Context: an optimization exercise on an open-source flow, tuned for small area, a short achievable clock period and few clock cycles per item. The choices shown serve that exercise and are no tape-out recipe. Only simulation tests tie the RTL to the original design; equivalence was not proved.

## flow/design.v (module list and top-level ports; edited modules follow where they fit)
// module divSqrtRecodedFloat64: 408 lines
// module csa8: 1745 lines
module divSqrtRecodedFloat64(input clk, input reset,
    output io_inReady_div,
    output io_inReady_sqrt,
    input  io_inValid,
    input  io_sqrtOp,
    input [64:0] io_a,
    input [64:0] io_b,
    input [1:0] io_roundingMode,
    output io_outValid_div,
    output io_outValid_sqrt,
    output[64:0] io_out,
    output[4:0] io_exceptionFlags
);
  // ...
==> flow/run.sh <==
#!/bin/bash
# synth_recipe.tcl (not shown) runs the flow's synth.tcl, then flattens the netlist and writes it again
# the make line also repeats each setting of config.mk as NAME=value (left out here)
make -C /OpenROAD-flow-scripts/flow DESIGN_CONFIG=/design/flow/config.mk WORK_HOME=/design/flow/orfs CLKGATE_MAP_FILE= SYNTH_SCRIPT=/design/flow/synth_recipe.tcl finish
==> flow/config.mk <==
export PLATFORM = sky130hd
export DESIGN_NAME = divSqrtRecodedFloat64
export DESIGN_NICKNAME = divSqrtRecodedFloat64
export VERILOG_FILES = /design/flow/design.v
export SDC_FILE = /design/flow/constraint.sdc
export NUM_CORES = 4
export LEC_CHECK = 0
export CAP_MARGIN = 20
export CORE_MARGIN = 2
export CORE_UTILIZATION = 45
export PLACE_DENSITY = 0.6
export SLEW_MARGIN = 20
==> flow/constraint.sdc <==
create_clock -name core_clock -period 10.5 [get_ports {clk}]
set_input_delay 2.1000 -clock core_clock [delete_from_list [all_inputs] [get_ports {clk}]]
set_output_delay 2.1000 -clock core_clock [all_outputs]
set_load 0.01 [all_outputs]
==> flow_metrics.py, run 1 <==
metrics = {
    "grt": {
        "grt.met2_usage": 0.575,
        "grtUsageMet1": 0.527,
        "grt_pass1_vias": 51488,
    },
    "clock_tree": {
        "cts-buffers-inserted": 68,
        "clock-sinks": 515,
        "cts_max_level": 3,
    },
    "sta": {
        "fin_ws_ps": 1650,
        "f_max_mhz": 113,
    },
    "cells_and_area": {
        "final_common_cell": "sky130_fd_sc_hd__inv_1",
        "area_growth_syn_to_layout_pct": 10.4,
        "stdcell_count": 7955,
        "final_net_count": 7055,
        "fraction_of_area_in_multi_input_gates": 0.571,
        "final_cell_mix": "882 x sky130_fd_sc_hd__inv_1, 508 x sky130_fd_sc_hd__edfxtp_1, 487 x sky130_fd_sc_hd__fa_1, 476 x sky130_fd_sc_hd__and2_1, 469 x sky130_fd_sc_hd__a21oi_1",
        "cell_type_taking_the_most_area": "multi-input gates",
        "number_of_flip_flops_under_the_largest_register_name": 58,
        "clk_share": 0.0363,
    },
    "status": {
        "status": "finished clean",
    },
    "yosys": {
        "postSynthCellCount": 6286,
        "synth_cell_area_mm2": 0.0558,
        "dominant_register_cell_in_the_synthesized_netlist": "sky130_fd_sc_hd__edfxtp_1",
        "synth_compound_area_frac": 0.198,
        "async_flop_share": 0,
    },
    "routing": {
        "detailedRoute.firstPassIterationCount": 15,
        "ant_nets": 0,
        "drc_errors": 0,
    },
    "placed_design": {
        "dpl-instance-area_mm2": 0.0593,
    },
    "critical_path": {
        "crit_path_end_kind": "register",
        "worstReg2RegEnd": "Q[47]",
    },
}
Testbench counts, summed over its fixed seeds: cycles 193,994, items 3,200.
==> run 2: changes to the inputs <==
--- a/flow/config.mk
+++ b/flow/config.mk
@@ -10,3 +10,4 @@
 export CORE_UTILIZATION = 45
 export PLACE_DENSITY = 0.6
+export SETUP_SLACK_MARGIN = 5
 export SLEW_MARGIN = 20
==> flow_metrics.py, run 2 <==
metrics = {
    "sta": {
        "f_max_mhz": 154,
        "setup-violations-final": 0,
        "period_share": 0.618,
        "hold_violations_final": 0,
        "fin_ws_ps": 4010,
        "timing.max_slew.rel_slack": 0.113,
        "final.setup.tns_ps": 0,
        "clock-skew-final_ps": 42.5,
        "whs_ps": 587,
        "worst_pin_slew_ps": 1330,
        "grt_setup_unrepaired": "yes",
        "finalWorstPathRequiredPeriod_ps": 6490,
        "final-max-slew-violation-count": 0,
    },
    "routing": {
        "drc_errors": 0,
        "detail_route.wl_per_cell_um": 34.0,
        "routed_wl_um": 280000,
        "ant_nets": 0,
        "detailedRoute.firstIterationViolations": 10711,
        "detailedRoute.firstPassIterationCount": 13,
        "num_vias": 55854,
        "avgViaCountPerCell": 6.79,
    },
    "die": {
        "rows": 129,
        "die_w_um": 356,
        "dieArea_mm2": 0.127,
        "die_y_um": 356,
        "pin_count": 210,
        "initial_utilization": 0.453,
        "core_mm2": 0.123,
    },
    "critical_path": {
        "critPathTopFamily": "simple AND/OR/NAND/NOR gates",
        "cp_num_buf_inv": 5,
        "critical_path.startpoint_type": "register",
        "crit_path_top_delay_cell": "sky130_fd_sc_hd__edfxtp_1",
        "crit_path_end_kind": "register",
        "cp.arrival_ps": 6860,
        "worst_r2r_startpoint": "R[12]",
        "timing.critical_path.mode_cell": "sky130_fd_sc_hd__buf_6",
        "timing.critical_path.required_ps": 10880,
        "worstPathMaxFanout": 6,
        "reg_to_reg_slack_setup_ps": 4010,
        "cp_slowest_stage_delay_ps": 510,
        "worst_r2r_path_depth": 29,
        "classification_of_the_worst_setup_path": "reg2reg",
        "worstReg2RegEnd": "Q[47]",
    },
    "placed_design": {
        "place_worst_setup_slack_ps": 2180,
        "gp_routability_congestion": 1.05,
        "hpwlAfterDp_um": 192000,
        "portBuffers": 209,
        "dp.cells": 7819,
    },
    "yosys": {
        "synth_cell_type_count": 104,
        "synthDominantAreaCellType": "sky130_fd_sc_hd__edfxtp_1",
        "postSynthCellCount": 6286,
        "yosys_register_bits": 515,
        "syn-num-nets": 7084,
        "synth_enable_flop_cells": 508,
        "seq_area_frac_synth": 0.276,
        "yosys_warnings": 1,
        "post-synth-top-count-cell": "sky130_fd_sc_hd__inv_1",
        "synth_largest_type_area_fraction": 0.273,
        "async_flop_share": 0,
        "post_synth.cell_area_avg_um2": 8.88,
        "synth_top_cells_by_count": "883 x sky130_fd_sc_hd__inv_1, 508 x sky130_fd_sc_hd__edfxtp_1, 487 x sky130_fd_sc_hd__fa_1, 478 x sky130_fd_sc_hd__and2_1, 472 x sky130_fd_sc_hd__a21oi_1",
        "synth_cell_area_mm2": 0.0558,
        "synth.area.top_cells": "sky130_fd_sc_hd__edfxtp_1 27%, sky130_fd_sc_hd__fa_1 17%, sky130_fd_sc_hd__inv_1 5.9%, sky130_fd_sc_hd__and2_1 5.4%, sky130_fd_sc_hd__a21oi_1 4.2%",
        "dominant_register_cell_in_the_synthesized_netlist": "sky130_fd_sc_hd__edfxtp_1",
    },
    "cells_and_area": {
        "top_regs": "XR x58, Q x56, R x55",
        "final_cell_mix": "865 x sky130_fd_sc_hd__inv_1, 508 x sky130_fd_sc_hd__edfxtp_1, 479 x sky130_fd_sc_hd__fa_1, 472 x sky130_fd_sc_hd__and2_1, 430 x sky130_fd_sc_hd__nand2_1",
        "stdcell_count": 8228,
        "final_net_count": 7324,
        "top_register": "XR",
        "layout-drive-gt1-share": 0.147,
        "total_of_fill_cells_in_the_finished_design": 11154,
        "area_growth_syn_to_layout_pct": 20.3,
        "final_common_cell": "sky130_fd_sc_hd__inv_1",
        "number_of_flip_flops_under_the_largest_register_name": 58,
        "layout.core_utilization": 0.544,
    },
    "flow_run": {
        "max-cap-violations": 0,
    },
    "grt": {
        "grt_max_degree": 73,
        "total_global_route_track_usage": 0.429,
        "grt.overflow.total": 0,
        "antenna_found_initial": 25,
        "grt_pass1_vias": 53617,
        "grt_first_pass_wirelength_um": 392000,
    },
    "clock_tree": {
        "clock-sinks": 515,
        "clk_pin_slew_ps": 60,
        "cts-buffers-inserted": 69,
        "cts_root_buf": "sky130_fd_sc_hd__clkbuf_16",
        "cts_max_level": 3,
        "tritoncts": "done",
        "max-clock-path-buffers": 3,
        "worst_skew_pair.late_latency_ps": 680,
    },
    "min_path": {
        "holdPathStages": 2,
        "timing.hold.worst.start": "pns[20]",
        "holdPathEnd": "phi[2]",
        "holdCritPathClass": "reg2reg",
    },
    "status": {
        "status": "finished clean",
    },
}
run 2: cell counts after synthesis:
Identical to the previous run, type by type.
run 2: kinds of logic after synthesis:
logic type | share of synthesized area
AO/OA/AOI/OAI | 0.198
XOR/XNOR | 0.0342
adder cells (fa/ha/maj) | 0.214
buffers and inverters | 0.0974
flip-flops | 0.276
multiplexers | 0.0179
AND/OR/NAND/NOR | 0.162
run 2: final cells by class:
class                           count  area [µm²]  share of cell area
Multi-Input combinational cell   4426       37600               0.561
Sequential cell                   515       15400               0.229
Timing Repair Buffer              630        6420              0.0957
Inverter                          884        3340              0.0498
Tap cell                         1637        2050              0.0305
Clock buffer                       87        1840              0.0274
Clock inverter                     36         397             0.00591
Antenna cell                       13        32.5            0.000485
run 2: worst reg2reg max path, delay by kind of cell (launching register included):
family | cells | cell delay (ps)
AO/OA/AOI/OAI | 8 | 1520
buffers and inverters | 5 | 890
flip-flops | 1 | 510
adder cells (fa/ha/maj) | 3 | 680
AND/OR/NAND/NOR | 13 | 2600
run 2: how the worst max path moves through the flow:
stage / from / endpoint / slack [ps] / depth (start not counted)
floorplan: EB[0] / plo[18] / 4900 / 22
global placement: R[12] / Q[39] / 2190 / 22
detailed placement: R[12] / Q[39] / 2180 / 22
CTS: R[12] / Q[6] / 4390 / 27
global route: R[12] / X[0] / 4020 / 29
finish: R[12] / Q[47] / 4010 / 29
run 2: stage by stage:
step | instance area (µm²)
finish | 67100
global route | 67100
CTS | 65600
detailed placement | 59400
global placement | 59400
floorplan | 55900
run 2: repair_timing:
item,4_1_cts,5_1_grt
pin swaps,129,179
buffers inserted,187,48
hold buffers,0,0
gates cloned,27,10
gates resized for setup,438,202
endpoints found under the setup margin,385,313
run 2: metal layers:
layer  vias to the layer above  global-route usage  part of all wire
li1                      22378                   -                 -
met1                     27342               0.547              0.36
met2                      4741               0.615              0.41
met3                      1365               0.152              0.14
met4                        28               0.275             0.087
met5                         -              0.0144            0.0016
==> module divSqrtRecodedFloat64, before the edit <==
module divSqrtRecodedFloat64(input clk, input reset,
    output io_inReady_div,
    output io_inReady_sqrt,
    input  io_inValid,
    input  io_sqrtOp,
    input [64:0] io_a,
    input [64:0] io_b,
    input [1:0] io_roundingMode,
    output io_outValid_div,
    output io_outValid_sqrt,
    output[64:0] io_out,
    output[4:0] io_exceptionFlags
);
  localparam [3:0] S_IDLE  = 4'd0,
                   S_FIRST = 4'd1,
                   S_ITER  = 4'd2,
                   S_ROUND = 4'd3,
                   S_NORM  = 4'd4,
                   S_DONE  = 4'd5,
                   S_SQA   = 4'd6,    
                   S_SQM   = 4'd7,    
                   S_SQR   = 4'd10,   
                   S_SQT   = 4'd8,    
                   S_SQF   = 4'd9;    
  reg  [3:0]  state;
  reg         rdy, vdiv, vsqrt;
  reg         sqrtOp, sign;
  reg  [1:0]  rm;
  reg         normal, nanOut, infOut;
  reg  [4:0]  flags;
  reg  [57:0] R;       
  reg  [53:0] S;       
  reg  [55:0] Q;       
  reg  [13:0] X;       
  reg  [11:0] EB;      
  reg  [5:0]  cnt;     
  reg  [54:0] Cc;      
  reg         cy;      
  reg  [3:0]  sop;     
  reg  [57:0] XR;      
  reg  [45:0] Z;       
  reg  [32:0] S1;      
  reg  [16:0] ER1;     
  reg  [1:0]  sb10;    
  reg  [8:0]  nA, nB, r0;
  reg  [9:0]  hiSq;
  reg  [20:0] pns;
  reg         aph;     
  reg  [18:0] plo;
  reg  [6:0]  phi;
  assign io_inReady_div   = rdy;
  assign io_inReady_sqrt  = rdy;
  assign io_outValid_div  = vdiv;
  assign io_outValid_sqrt = vsqrt;
  assign io_out = {sign, X[11:0], Q[51:0]};
  assign io_exceptionFlags = flags;
  wire        accept = io_inValid & rdy;
  wire        sA = io_a[64], sB = io_b[64];
  wire [11:0] eA = io_a[63:52], eB = io_b[63:52];
  wire [51:0] fA = io_a[51:0], fB = io_b[51:0];
  wire zA = (eA[11:9] == 3'b000), zB = (eB[11:9] == 3'b000);
  wire spA = (eA[11:10] == 2'b11), spB = (eB[11:10] == 2'b11);
  wire nanA = spA & eA[9], nanB = spB & eB[9];
  wire infA = spA & ~eA[9], infB = spB & ~eB[9];
  wire snanA = nanA & ~fA[51], snanB = nanB & ~fB[51];
  wire inv_d = snanA | snanB | (zA & zB) | (infA & infB);
  wire inv_s = snanB | (sB & ~nanB & ~zB);
  wire in_inv    = io_sqrtOp ? inv_s : inv_d;
  wire in_nan    = io_sqrtOp ? (nanB | inv_s) : (nanA | nanB | inv_d);
  wire in_inf    = io_sqrtOp ? infB : (infA | zB);
  wire in_dz     = ~io_sqrtOp & ~spA & ~zA & zB;
  wire in_normal = io_sqrtOp ? (~spB & ~zB & ~sB) : (~spA & ~spB & ~zA & ~zB);
  wire [10:0] hB = eB[11:1];
  wire [62:0] ms, mcar;
  csa8 u_csa (.as_(R[54:0]), .ac(Cc), .mc(S), .mq(Q[7:0]), .s(ms), .c(mcar));
  wire [8:0]  mlo = {1'b0, ms[7:0]} + {1'b0, mcar[7:0]} + {8'd0, cy};
  reg  [58:0] adA, adB;
  reg         adC;
  always @(*) begin
    adA = {3'b000, R[54:0], 1'b0};
    adB = ~{5'b00000, S};
    adC = 1'b1;
    if (state == S_SQR) begin
      adA = {4'd0, R[54:0]};
      adB = {4'd0, Cc};
      adC = cy;
    end else if (state == S_SQT) begin
      adB = {1'b0, XR};
      adC = 1'b0;
      case (sop)
        4'd5:    adA = {R[56:0], Q[55:54]};
        4'd6:    adA = {1'b0, R[56:0], Q[55]};
        4'd7:    adA = {16'd0, R[57:15]};
        default: adA = {1'b0, R};
      endcase
    end
  end
  wire [58:0] sum = adA + adB + {58'd0, adC};
  wire        q = ~sum[58];
  wire [57:0] R_step = q ? {3'b000, sum[54:0]} : {3'b000, R[53:0], 1'b0};
  wire [55:0] Q_step = {Q[54:0], q};
  wire [13:0] Epre  = X - {2'b00, EB} + 14'd2047;
  wire [13:0] EpreP = X - {2'b00, EB} + 14'd2048;
  wire [13:0] d     = X - {2'b00, EB} + 14'd1075;    
  wire        d_neg = d[13];
  wire        d_big = ~d[13] & (d[12:0] >= 13'd54);
  wire [5:0]  rem_d = d_big ? (q ? 6'd53 : 6'd54) : d[5:0];
  wire        rbit   = Q[0];
  wire        lsb    = Q[1];
  wire        sticky = |R[54:0];
  wire        inexact = rbit | sticky;
  wire        magUp  = (rm == 2'd3 & ~sign) | (rm == 2'd2 & sign);
  wire        inc    = (rm == 2'd0) ? (rbit & (sticky | lsb)) : (magUp & inexact);
  wire [53:0] Qr     = {1'b0, Q[53:1]} + {53'd0, inc};
  wire        sub    = X[13] | (X[12:0] < 13'd1026);
  wire [13:0] Ef     = X + {13'd0, Qr[53]};
  wire        ovf    = ~sub & ~Ef[13] & (Ef[12:0] >= 13'd3072);
  wire        e0 = EB[0];
  wire [1:0]  pc = {EB[0], XR[51]};
  reg  [8:0]  k2;
  reg  [9:0]  ck1;
  reg  [12:0] ck0;
  always @(*) begin
    case (pc)
      2'd0: begin k2 = 9'h1c8; ck1 = 10'h2f;  ck0 = 13'h1a;   end
      2'd1: begin k2 = 9'h0c1; ck1 = 10'h1df; ck0 = 13'hbca;  end
      2'd2: begin k2 = 9'h143; ck1 = 10'h14d; ck0 = 13'h12d3; end
      default: begin k2 = 9'h089; ck1 = 10'h27e; ck0 = 13'h1b17; end
    endcase
  end
  reg  [24:0] c9;
  always @(*) begin
    case (cnt[2:0])
      3'd7: c9 = {5'd0, ck1, 10'd0};
      3'd6: c9 = {5'd0, 1'b1, ck0, 6'h3f};
      3'd5: c9 = 25'h40000 + {6'd0, r0, 10'd0};
      3'd4: c9 = hiSq[9] ? {4'd0, XR[46:26] + 21'h400} : 25'h400;
      3'd1: c9 = {r0, 16'd0};
      default: c9 = {4'd0, pns};
    endcase
  end
  wire [8:0]  a9 = (cnt[2:0] == 3'd7) ? k2 : nA;
  wire [8:0]  b9 = (cnt[2:0] == 3'd7) ? XR[50:42] : nB;
  wire [18:0] lo9 = a9 * b9 + {1'b0, c9[17:0]};
  wire [6:0]  hi9 = phi + {6'd0, plo[18]};
  wire [24:0] o9 = {hi9, plo[17:0]};
  wire [24:0] no9 = ~o9;
  wire [25:0] sq9 = e0 ? {o9, 1'b0} : {1'b0, o9};
  wire [8:0]  r0v = o9[19] ? no9[18:10] : 9'd0;
  wire [8:0]  zs0 = o9[11] ? no9[10:2] : 9'd0;
  wire [15:0] r1v = {1'b1, o9[24:10]};
  wire [15:0] r1  = e0 ? ER1[16:1] : ER1[15:0];
  wire [1:0]  cc0   = e0 ? {sb10[0], 1'b0} : {sb10[1] ^ sb10[0], sb10[0]};
  wire        extraT = XR[0];
  wire [1:0]  cc    = cc0 ^ {~extraT, 1'b0};
  wire [1:0]  rtop  = Q[55:54] + cc;
  wire        isNeg = rtop[1];
  wire        isZero = (rtop == 2'b00) & ~|Q[53:0];
  wire        sq_trueLtX = ~isNeg & ~isZero;
  wire        sq_inexact = ~isZero | ~extraT;
  wire        sq_magUp = (rm == 2'd3);
  wire        sq_rne = (rm == 2'd0);
  wire        sq_sel = (~sq_magUp & ~sq_rne & extraT & ~sq_trueLtX)
                     | (sq_magUp & extraT & ~sq_trueLtX & ~isZero)
                     | (sq_rne & (extraT | ~sq_trueLtX));
  wire [53:0] sigY = {1'b0, XR[53:1]} + {52'd0, sq_magUp & sq_sel, sq_magUp ^ sq_sel};
  always @(posedge clk) begin
    if (reset) begin
      state <= S_IDLE;
      rdy   <= 1'b1;
      vdiv  <= 1'b0;
      vsqrt <= 1'b0;
    end else begin
      vdiv  <= 1'b0;
      vsqrt <= 1'b0;
      case (state)
        S_IDLE, S_DONE: begin
          if (accept) begin
            state <= S_FIRST;
            rdy   <= 1'b0;
          end else begin
            state <= S_IDLE;
          end
        end
        S_FIRST: begin
          if (~normal) begin
            state <= S_DONE;
            rdy   <= 1'b1;
            vdiv  <= ~sqrtOp;
            vsqrt <= sqrtOp;
          end else if (sqrtOp) begin
            state <= S_SQA;
          end else if (d_neg || (~d_big && d[5:0] == 6'd0)) begin
            state <= S_ROUND;
          end else begin
            state <= S_ITER;
          end
        end
        S_ITER: begin
          if (cnt == 6'd1) state <= S_ROUND;
        end
        S_ROUND: begin
          if (~ovf & sub & ~Qr[52]) begin
            state <= S_NORM;
          end else begin
            state <= S_DONE;
            rdy   <= 1'b1;
            vdiv  <= 1'b1;
          end
        end
        S_NORM: begin
          if (Q[52] | ~|Q[53:0]) begin
            state <= S_DONE;
            rdy   <= 1'b1;
            vdiv  <= 1'b1;
          end
        end
        S_SQA: begin
          if (aph && cnt[2:0] == 3'd1) state <= S_SQT;
        end
        S_SQM: begin
          if (cnt == 6'd1) state <= (sop == 4'd9) ? S_SQF : S_SQR;
        end
        S_SQR: begin
          state <= S_SQT;
        end
        S_SQT: begin
          if (sop != 4'd5) state <= S_SQM;
        end
        S_SQF: begin
          state <= S_DONE;
          rdy   <= 1'b1;
          vsqrt <= 1'b1;
        end
        default: begin
          state <= S_IDLE;
          rdy   <= 1'b1;
        end
      endcase
    end
  end
  always @(posedge clk) begin
    case (state)
      S_IDLE, S_DONE: begin
        if (accept) begin
          sqrtOp <= io_sqrtOp;
          sign   <= io_sqrtOp ? sB : (sA ^ sB);
          rm     <= io_roundingMode;
          normal <= in_normal;
          nanOut <= in_nan;
          infOut <= in_inf;
          flags  <= {in_inv, in_dz, 3'b000};
          R      <= {5'd0, 1'b1, fA};
          S      <= {1'b1, fB, 1'b0};
          Q      <= 56'd0;
          X      <= io_sqrtOp ? {2'b00, hB[10], ~hB[10], hB[9:0]} : {2'b00, eA};
          EB     <= eB;
          XR     <= {5'd0, 1'b1, fB};
          sb10   <= fB[1:0];
        end
      end
      S_FIRST: begin
        if (~normal) begin
          X <= nanOut ? 14'h0e00 : infOut ? 14'h0c00 : 14'h0000;
        end else if (sqrtOp) begin
          cnt <= 6'd7;
          aph <= 1'b0;
        end else if (d_neg) begin
          X   <= Epre;
        end else begin
          R   <= R_step;
          Q   <= Q_step;
          X   <= q ? EpreP : Epre;
          cnt <= rem_d;
        end
      end
      S_ITER: begin
        R   <= R_step;
        Q   <= Q_step;
        cnt <= cnt - 6'd1;
      end
      S_ROUND: begin
        flags[2] <= ovf;
        flags[1] <= sub & inexact;
        flags[0] <= inexact | ovf;
        if (ovf) begin
          if (rm == 2'd0 | magUp) begin
            X <= 14'h0c00;
          end else begin
            X <= 14'h0bff;
            Q <= {56{1'b1}};
          end
        end else if (sub) begin
          X <= 14'd1026;
          Q <= {2'b00, Qr};
        end else begin
          X <= Ef;
          Q <= {2'b00, Qr};
        end
      end
      S_NORM: begin
        if (~Q[52]) begin
          if (~|Q[53:0]) begin
            X <= 14'h0000;
          end else begin
            Q <= {Q[54:0], 1'b0};
            X <= X - 14'd1;
          end
        end
      end
      S_SQA: begin
        aph <= ~aph;
        if (~aph) begin
          plo <= lo9;
          phi <= c9[24:18];
        end else begin
        cnt <= cnt - 6'd1;
        case (cnt[2:0])
          3'd7: begin nA <= no9[19:11]; nB <= XR[50:42]; end
          3'd6: begin r0 <= r0v; nA <= r0v; nB <= r0v; end
          3'd5: begin hiSq <= sq9[19:10]; nA <= XR[52:44]; nB <= sq9[9:1]; end
          3'd4: begin pns <= o9[20:0]; nA <= XR[43:35]; nB <= hiSq[8:0]; end
          3'd3: begin pns <= o9[24:9] ; nA <= XR[52:44]; end
          3'd2: begin nA <= zs0; nB <= {1'b1, r0[8:1]}; end
          default: begin
            ER1 <= e0 ? {r1v, 1'b0} : {1'b0, r1v};
            sop <= 4'd0;
          end
        endcase
        end
      end
      S_SQM: begin
        R     <= {3'b000, ms[62:8]};
        Cc    <= mcar[62:8];
        Q     <= {mlo[7:0], Q[55:8]};
        cy    <= mlo[8];
        cnt   <= cnt - 6'd1;
      end
      S_SQR: begin
        R     <= {3'b000, sum[54:0]};
      end
      S_SQT: begin
        Cc    <= 55'd0;
        cy    <= 1'b0;
        R     <= 58'd0;
        sop   <= sop + 4'd1;
        case (sop)
          4'd0: begin    
            S <= {37'd0, ER1};
            Q <= {40'd0, r1};
            cnt <= 6'd2;
          end
          4'd1: begin    
            S <= XR[53:0];
            Q <= {24'd0, R[15:0], Q[55:40]};
            cnt <= 6'd4;
          end
          4'd2: begin    
            Z <= ~{R[39:0], Q[55:50]};
            S <= XR[53:0];
            Q <= {39'd0, ER1};
            cnt <= 6'd3;
          end
          4'd3: begin    
            XR <= {R[44:0], Q[55:43]};
            S <= {8'd0, Z};
            Q <= {22'd0, Z[45:12]};
            cnt <= 6'd5;
          end
          4'd4: begin    
            S1 <= R[39:7];
            S <= {8'd0, XR[57:12]};
            Q <= {10'd0, Z};
            cnt <= 6'd6;
          end
          4'd5: begin    
            Z <= {15'd0, sum[57:27]};
            R <= R;
          end
          4'd6: begin    
            XR <= sum[57:0];
            S <= {8'd0, sum[57:12]};
            Q <= {26'd0, S1[30:1]};
            cnt <= 6'd4;
          end
          4'd7: begin    
            XR <= sum[57:0];
            S <= {21'd0, S1};
            Q <= {25'd0, Z[30:0]};
            cnt <= 6'd4;
          end
          default: begin    
            XR <= {4'd0, sum[57:4]};
            S <= ~sum[57:4];
            Q <= {2'b00, ~sum[57:4]};
            cnt <= 6'd7;
          end
        endcase
      end
      S_SQF: begin
        flags[0] <= sq_inexact;
        X <= X + {13'd0, sigY[53]};
        Q <= {4'd0, sigY[51:0]};
      end
      default: ;
    endcase
  end
endmodule
==> run 3: changes to the inputs <==
--- a/flow/design.v
+++ b/flow/design.v
@@ -22,5 +22,7 @@
                    S_SQR   = 4'd10,   
                    S_SQT   = 4'd8,    
-                   S_SQF   = 4'd9;    
+                   S_SQF   = 4'd9,    
+                   S_PRE   = 4'd11,   
+                   S_SQP   = 4'd12;   
   reg  [3:0]  state;
   reg         rdy, vdiv, vsqrt;
@@ -45,5 +47,6 @@
   reg  [8:0]  nA, nB, r0;
   reg  [9:0]  hiSq;
-  reg  [20:0] pns;
+  reg  [24:0] c9;      
+  reg         rinc, rinx, rsub, pq52, pq53;    
   reg         aph;     
   reg  [18:0] plo;
@@ -112,7 +115,7 @@
   wire        magUp  = (rm == 2'd3 & ~sign) | (rm == 2'd2 & sign);
   wire        inc    = (rm == 2'd0) ? (rbit & (sticky | lsb)) : (magUp & inexact);
-  wire [53:0] Qr     = {1'b0, Q[53:1]} + {53'd0, inc};
-  wire        sub    = X[13] | (X[12:0] < 13'd1026);
-  wire [13:0] Ef     = X + {13'd0, Qr[53]};
+  wire [53:0] Qr     = {1'b0, Q[53:1]} + {53'd0, rinc};
+  wire        sub    = rsub;
+  wire [13:0] Ef     = X + {13'd0, pq53};
   wire        ovf    = ~sub & ~Ef[13] & (Ef[12:0] >= 13'd3072);
   wire        e0 = EB[0];
@@ -129,18 +132,5 @@
     endcase
   end
-  reg  [24:0] c9;
-  always @(*) begin
-    case (cnt[2:0])
-      3'd7: c9 = {5'd0, ck1, 10'd0};
-      3'd6: c9 = {5'd0, 1'b1, ck0, 6'h3f};
-      3'd5: c9 = 25'h40000 + {6'd0, r0, 10'd0};
-      3'd4: c9 = hiSq[9] ? {4'd0, XR[46:26] + 21'h400} : 25'h400;
-      3'd1: c9 = {r0, 16'd0};
-      default: c9 = {4'd0, pns};
-    endcase
-  end
-  wire [8:0]  a9 = (cnt[2:0] == 3'd7) ? k2 : nA;
-  wire [8:0]  b9 = (cnt[2:0] == 3'd7) ? XR[50:42] : nB;
-  wire [18:0] lo9 = a9 * b9 + {1'b0, c9[17:0]};
+  wire [18:0] lo9 = nA * nB + {1'b0, c9[17:0]};
   wire [6:0]  hi9 = phi + {6'd0, plo[18]};
   wire [24:0] o9 = {hi9, plo[17:0]};
@@ -164,5 +154,5 @@
                      | (sq_magUp & extraT & ~sq_trueLtX & ~isZero)
                      | (sq_rne & (extraT | ~sq_trueLtX));
-  wire [53:0] sigY = {1'b0, XR[53:1]} + {52'd0, sq_magUp & sq_sel, sq_magUp ^ sq_sel};
+  wire [53:0] sigY = {1'b0, XR[53:1]} + {52'd0, sq_magUp & rinc, sq_magUp ^ rinc};
   always @(posedge clk) begin
     if (reset) begin
@@ -192,5 +182,5 @@
             state <= S_SQA;
           end else if (d_neg || (~d_big && d[5:0] == 6'd0)) begin
-            state <= S_ROUND;
+            state <= S_PRE;
           end else begin
             state <= S_ITER;
@@ -198,8 +188,11 @@
         end
         S_ITER: begin
-          if (cnt == 6'd1) state <= S_ROUND;
+          if (cnt == 6'd1) state <= S_PRE;
+        end
+        S_PRE: begin
+          state <= S_ROUND;
         end
         S_ROUND: begin
-          if (~ovf & sub & ~Qr[52]) begin
+          if (~ovf & sub & ~pq52) begin
             state <= S_NORM;
           end else begin
@@ -220,5 +213,5 @@
         end
         S_SQM: begin
-          if (cnt == 6'd1) state <= (sop == 4'd9) ? S_SQF : S_SQR;
+          if (cnt == 6'd1) state <= (sop == 4'd9) ? S_SQP : S_SQR;
         end
         S_SQR: begin
@@ -228,4 +221,7 @@
           if (sop != 4'd5) state <= S_SQM;
         end
+        S_SQP: begin
+          state <= S_SQF;
+        end
         S_SQF: begin
           state <= S_DONE;
@@ -266,4 +262,7 @@
           cnt <= 6'd7;
           aph <= 1'b0;
+          nA  <= k2;
+          nB  <= XR[50:42];
+          c9  <= {5'd0, ck1, 10'd0};
         end else if (d_neg) begin
           X   <= Epre;
@@ -282,6 +281,6 @@
       S_ROUND: begin
         flags[2] <= ovf;
-        flags[1] <= sub & inexact;
-        flags[0] <= inexact | ovf;
+        flags[1] <= sub & rinx;
+        flags[0] <= rinx | ovf;
         if (ovf) begin
           if (rm == 2'd0 | magUp) begin
@@ -317,10 +316,28 @@
         cnt <= cnt - 6'd1;
         case (cnt[2:0])
-          3'd7: begin nA <= no9[19:11]; nB <= XR[50:42]; end
-          3'd6: begin r0 <= r0v; nA <= r0v; nB <= r0v; end
-          3'd5: begin hiSq <= sq9[19:10]; nA <= XR[52:44]; nB <= sq9[9:1]; end
-          3'd4: begin pns <= o9[20:0]; nA <= XR[43:35]; nB <= hiSq[8:0]; end
-          3'd3: begin pns <= o9[24:9] ; nA <= XR[52:44]; end
-          3'd2: begin nA <= zs0; nB <= {1'b1, r0[8:1]}; end
+          3'd7: begin
+            nA <= no9[19:11];
+            c9 <= {5'd0, 1'b1, ck0, 6'h3f};
+          end
+          3'd6: begin
+            r0 <= r0v; nA <= r0v; nB <= r0v;
+            c9 <= 25'h40000 + {6'd0, r0v, 10'd0};
+          end
+          3'd5: begin
+            hiSq <= sq9[19:10]; nA <= XR[52:44]; nB <= sq9[9:1];
+            c9 <= sq9[19] ? {4'd0, XR[46:26] + 21'h400} : 25'h400;
+          end
+          3'd4: begin
+            nA <= XR[43:35]; nB <= hiSq[8:0];
+            c9 <= {4'd0, o9[20:0]};
+          end
+          3'd3: begin
+            nA <= XR[52:44];
+            c9 <= {9'd0, o9[24:9]};
+          end
+          3'd2: begin
+            nA <= zs0; nB <= {1'b1, r0[8:1]};
+            c9 <= {r0, 16'd0};
+          end
           default: begin
             ER1 <= e0 ? {r1v, 1'b0} : {1'b0, r1v};
@@ -398,6 +415,17 @@
         endcase
       end
+      S_PRE: begin
+        rinc <= inc;
+        rinx <= inexact;
+        rsub <= X[13] | (X[12:0] < 13'd1026);
+        pq52 <= Q[53] ^ (inc & (&Q[52:1]));
+        pq53 <= inc & (&Q[53:1]);
+      end
+      S_SQP: begin
+        rinc <= sq_sel;
+        rinx <= sq_inexact;
+      end
       S_SQF: begin
-        flags[0] <= sq_inexact;
+        flags[0] <= rinx;
         X <= X + {13'd0, sigY[53]};
         Q <= {4'd0, sigY[51:0]};
==> flow_metrics.py, run 3 <==
metrics = {
    "routing": {
        "avgViaCountPerCell": 6.68,
        "detailedRoute.firstIterationViolations": 9878,
        "detailedRoute.firstPassIterationCount": 15,
        "num_vias": 53376,
        "drc_errors": 0,
        "ant_nets": 0,
        "detail_route.wl_per_cell_um": 32.8,
        "routed_wl_um": 262000,
    },
    "grt": {
        "grt_first_pass_wirelength_um": 371000,
        "total_global_route_track_usage": 0.403,
        "grt.overflow.total": 0,
        "grt_max_degree": 74,
        "grt_pass1_vias": 51482,
        "antenna_found_initial": 14,
    },
    "cells_and_area": {
        "top_register": "XR",
        "layout-drive-gt1-share": 0.0927,
        "area_growth_syn_to_layout_pct": 14.2,
        "top_regs": "XR x58, Q x56, R x55",
        "final_common_cell": "sky130_fd_sc_hd__inv_1",
        "number_of_flip_flops_under_the_largest_register_name": 58,
        "total_of_fill_cells_in_the_finished_design": 11696,
        "stdcell_area_mm2": 0.0636,
        "final_cell_mix": "851 x sky130_fd_sc_hd__inv_1, 516 x sky130_fd_sc_hd__edfxtp_1, 493 x sky130_fd_sc_hd__and2_1, 485 x sky130_fd_sc_hd__fa_1, 466 x sky130_fd_sc_hd__nand2_1",
        "final_net_count": 7096,
    },
    "yosys": {
        "post-synth-top-count-cell": "sky130_fd_sc_hd__inv_1",
        "synth_cell_area_mm2": 0.0557,
        "dominant_register_cell_in_the_synthesized_netlist": "sky130_fd_sc_hd__edfxtp_1",
        "synth.area.top_cells": "sky130_fd_sc_hd__edfxtp_1 28%, sky130_fd_sc_hd__fa_1 17%, sky130_fd_sc_hd__inv_1 5.8%, sky130_fd_sc_hd__and2_1 5.6%, sky130_fd_sc_hd__ha_1 4.0%",
        "seq_area_frac_synth": 0.281,
        "postSynthCellCount": 6251,
        "async_flop_share": 0,
        "synthDominantAreaCellType": "sky130_fd_sc_hd__edfxtp_1",
        "synth_enable_flop_cells": 516,
        "yosys_register_bits": 523,
        "synth_top_cells_by_count": "855 x sky130_fd_sc_hd__inv_1, 516 x sky130_fd_sc_hd__edfxtp_1, 496 x sky130_fd_sc_hd__and2_1, 487 x sky130_fd_sc_hd__fa_1, 472 x sky130_fd_sc_hd__nand2_1",
        "post_synth.cell_area_avg_um2": 8.91,
        "yosys_warnings": 1,
        "syn-num-nets": 7050,
        "synth_cell_type_count": 99,
        "synth_largest_type_area_fraction": 0.278,
    },
    "clock_tree": {
        "cts_root_buf": "sky130_fd_sc_hd__clkbuf_16",
        "max-clock-path-buffers": 3,
        "tritoncts": "done",
        "cts-buffers-inserted": 68,
        "clock-sinks": 523,
        "worst_skew_pair.late_latency_ps": 670,
        "cts_max_level": 3,
        "clk_pin_slew_ps": 60,
        "cts_hold_repair.buffers": 0,
    },
    "sta": {
        "clock-skew-final_ps": 57.0,
        "f_max_mhz": 179,
        "period_share": 0.532,
        "grt_setup_unrepaired": "yes",
        "finalWorstPathRequiredPeriod_ps": 5590,
        "final.setup.tns_ps": 0,
        "hold_violations_final": 0,
        "setup-violations-final": 0,
        "timing.max_slew.rel_slack": 0.204,
        "worst_pin_slew_ps": 1190,
        "whs_ps": 418,
        "final-max-slew-violation-count": 0,
    },
    "critical_path": {
        "worst_r2r_startpoint": "sop[1]",
        "cp_num_buf_inv": 7,
        "cp.arrival_ps": 6080,
        "cp_slowest_stage_delay_ps": 420,
        "worstReg2RegEnd": "R[45]",
        "crit_path_top_delay_cell": "sky130_fd_sc_hd__edfxtp_1",
        "crit_path_cell_trace": "buf_4 > ha_4 > nand2_1 > buf_6 > nand2_1 > clkbuf_8 > a22oi_1 > o22ai_1 > ha_1 > and2_1 > o2111a_1 > o31ai_2 > buf_4 > a31o_4 > o21ai_4 > and3_4 > o211ai_4 > buf_12 > a21o_4 > a21oi_4 > buf_4 > buf_16 > a221oi_1 > a21oi_1",
        "timing.critical_path.mode_cell": "sky130_fd_sc_hd__buf_4",
        "worst_r2r_path_depth": 24,
        "crit_path_end_kind": "register",
        "classification_of_the_worst_setup_path": "reg2reg",
        "reg_to_reg_slack_setup_ps": 4910,
        "critical_path.startpoint_type": "register",
        "worstPathMaxFanout": 34,
        "timing.critical_path.required_ps": 10990,
        "critPathTopFamily": "compound AO/OA/AOI/OAI gates",
    },
    "die": {
        "die_y_um": 356,
        "dieArea_mm2": 0.127,
        "core_mm2": 0.123,
        "rows": 129,
        "die_w_um": 356,
        "pin_count": 210,
        "initial_utilization": 0.452,
    },
    "flow_run": {
        "max-cap-violations": 0,
    },
    "min_path": {
        "holdCritPathClass": "reg2reg",
        "timing.hold.worst.start": "c9[22]",
        "holdPathStages": 0,
        "holdPathEnd": "phi[4]",
    },
    "placed_design": {
        "dpl-instance-area_mm2": 0.0592,
        "portBuffers": 209,
        "hpwlAfterDp_um": 187000,
        "gp_routability_congestion": 1.06,
    },
    "status": {
        "status": "finished clean",
    },
}
[run 3: cell count changes after synthesis, sizes merged, moves of 24 or more]
cell | previous run | this run
nor3 | 72 | 112
a211oi | 41 | 94
o22ai | 143 | 89
buf | 135 | 101
a21oi | 477 | 399
clkbuf | 341 | 400
inv | 884 | 855
o21ai | 272 | 245
mux2i | 55 | 31
[run 3: worst register-to-register path: cells and delay by family (launching register included)]
kind,cells,cell delay [ps]
simple gates,4,670
buf+inv,7,1400
compound gates,11,2390
flops,1,420
fa+ha+maj,2,550
[run 3: cells by family after synthesis]
group | share of synthesized area
xor gates and xnor gates | 0.0381
and+or+nand+nor | 0.166
DFF | 0.281
AOI/OAI and AO/OA | 0.195
buffers and inverters | 0.0962
adders and majority gates | 0.214
muxes | 0.00900
[run 3: timing repair]
| item | in CTS | in global routing |
|---|---|---|
| cloned | 13 | 3 |
| endpoints found under the setup margin | 367 | 252 |
| gates resized for setup | 127 | 94 |
| pin swaps | 27 | 29 |
| buffers inserted | 58 | 41 |
[run 3: layout make-up]
cell class                      count  area, µm²  area share
Antenna cell                        4       10.0    0.000157
Clock inverter                     43        546     0.00857
Tap cell                         1637       2050      0.0322
Timing Repair Buffer              470       4550      0.0715
Inverter                          858       3220      0.0507
Sequential cell                   523      15600       0.246
Clock buffer                       76       1770      0.0279
Multi-Input combinational cell   4376      35800       0.563
[run 3: per-stage QoR]
step	setup WS, ps	util	cells
6_report	4910	0.516	7987
5_1_grt	4940	0.516	7983
4_1_cts	4950	0.510	7939
3_5_place_dp	2580	0.480	7749
3_3_place_gp	2710	0.480	7748
2_1_floorplan	4520	-	6251
[run 3: worst max-delay path by stage]
stage,from,endpoint,slack [ps],cells past startpoint
after floorplan,X[1],Q[0],4520,15
after global placement,state[3],R[41],2710,22
after detailed placement,state[3],R[41],2580,22
after CTS,sop[0],R[48],4950,25
after global routing,state[3],R[14],4940,23
final,sop[1],R[45],4910,24
[run 3: routing by layer]
metal,GRT usage,part of all wire,vias to the layer above
li1,-,-,21821
met1,0.526,0.37,26234
met2,0.589,0.42,4245
met3,0.125,0.14,1058
met4,0.233,0.073,18
met5,0.00377,0.00063,-
Testbench counts of run 3, summed over its fixed seeds: cycles 197,117, items 3,200.

[static timing again, ports no longer ideal]
The flow's constraints put no driver on any port. The routed layouts listed below were extracted and timed again, unchanged, in two steps.
Step 1 (the two cells are an assumption about what drives the block):
set clk [get_ports {clk}]
set_driving_cell -lib_cell sky130_fd_sc_hd__clkbuf_16 $clk
set_driving_cell -lib_cell sky130_fd_sc_hd__buf_2 [delete_from_list [all_inputs] $clk]
Step 2 adds t to the input delays and takes it off the output delays; t is the mean of the earliest and latest rising clock arrival at the registers after step 1. Input paths then give back, and output paths get back, about the clock's delay inside the block.
a / b / c = no drivers / after step 1 / after step 2; a / b = the first two.
| run | shift t [ns] | slack for setup (ns) | hold WS [ns] |
|---|---|---|---|
| run 1 | 0.735 | 1.653 / 1.653 / 1.653 | 0.590 / 0.590 / 0.590 |
| run 2 | 0.735 | 4.013 / 4.013 / 4.013 | 0.587 / 0.587 / 0.587 |
| run 3 | 0.718 | 4.911 / 4.911 / 4.731 | 0.418 / 0.418 / 0.418 |
After both steps every run listed still meets setup and hold. The setup slack of run 3, which loses most, moves by 0.000 ns with the drivers and by -0.180 ns with both steps.
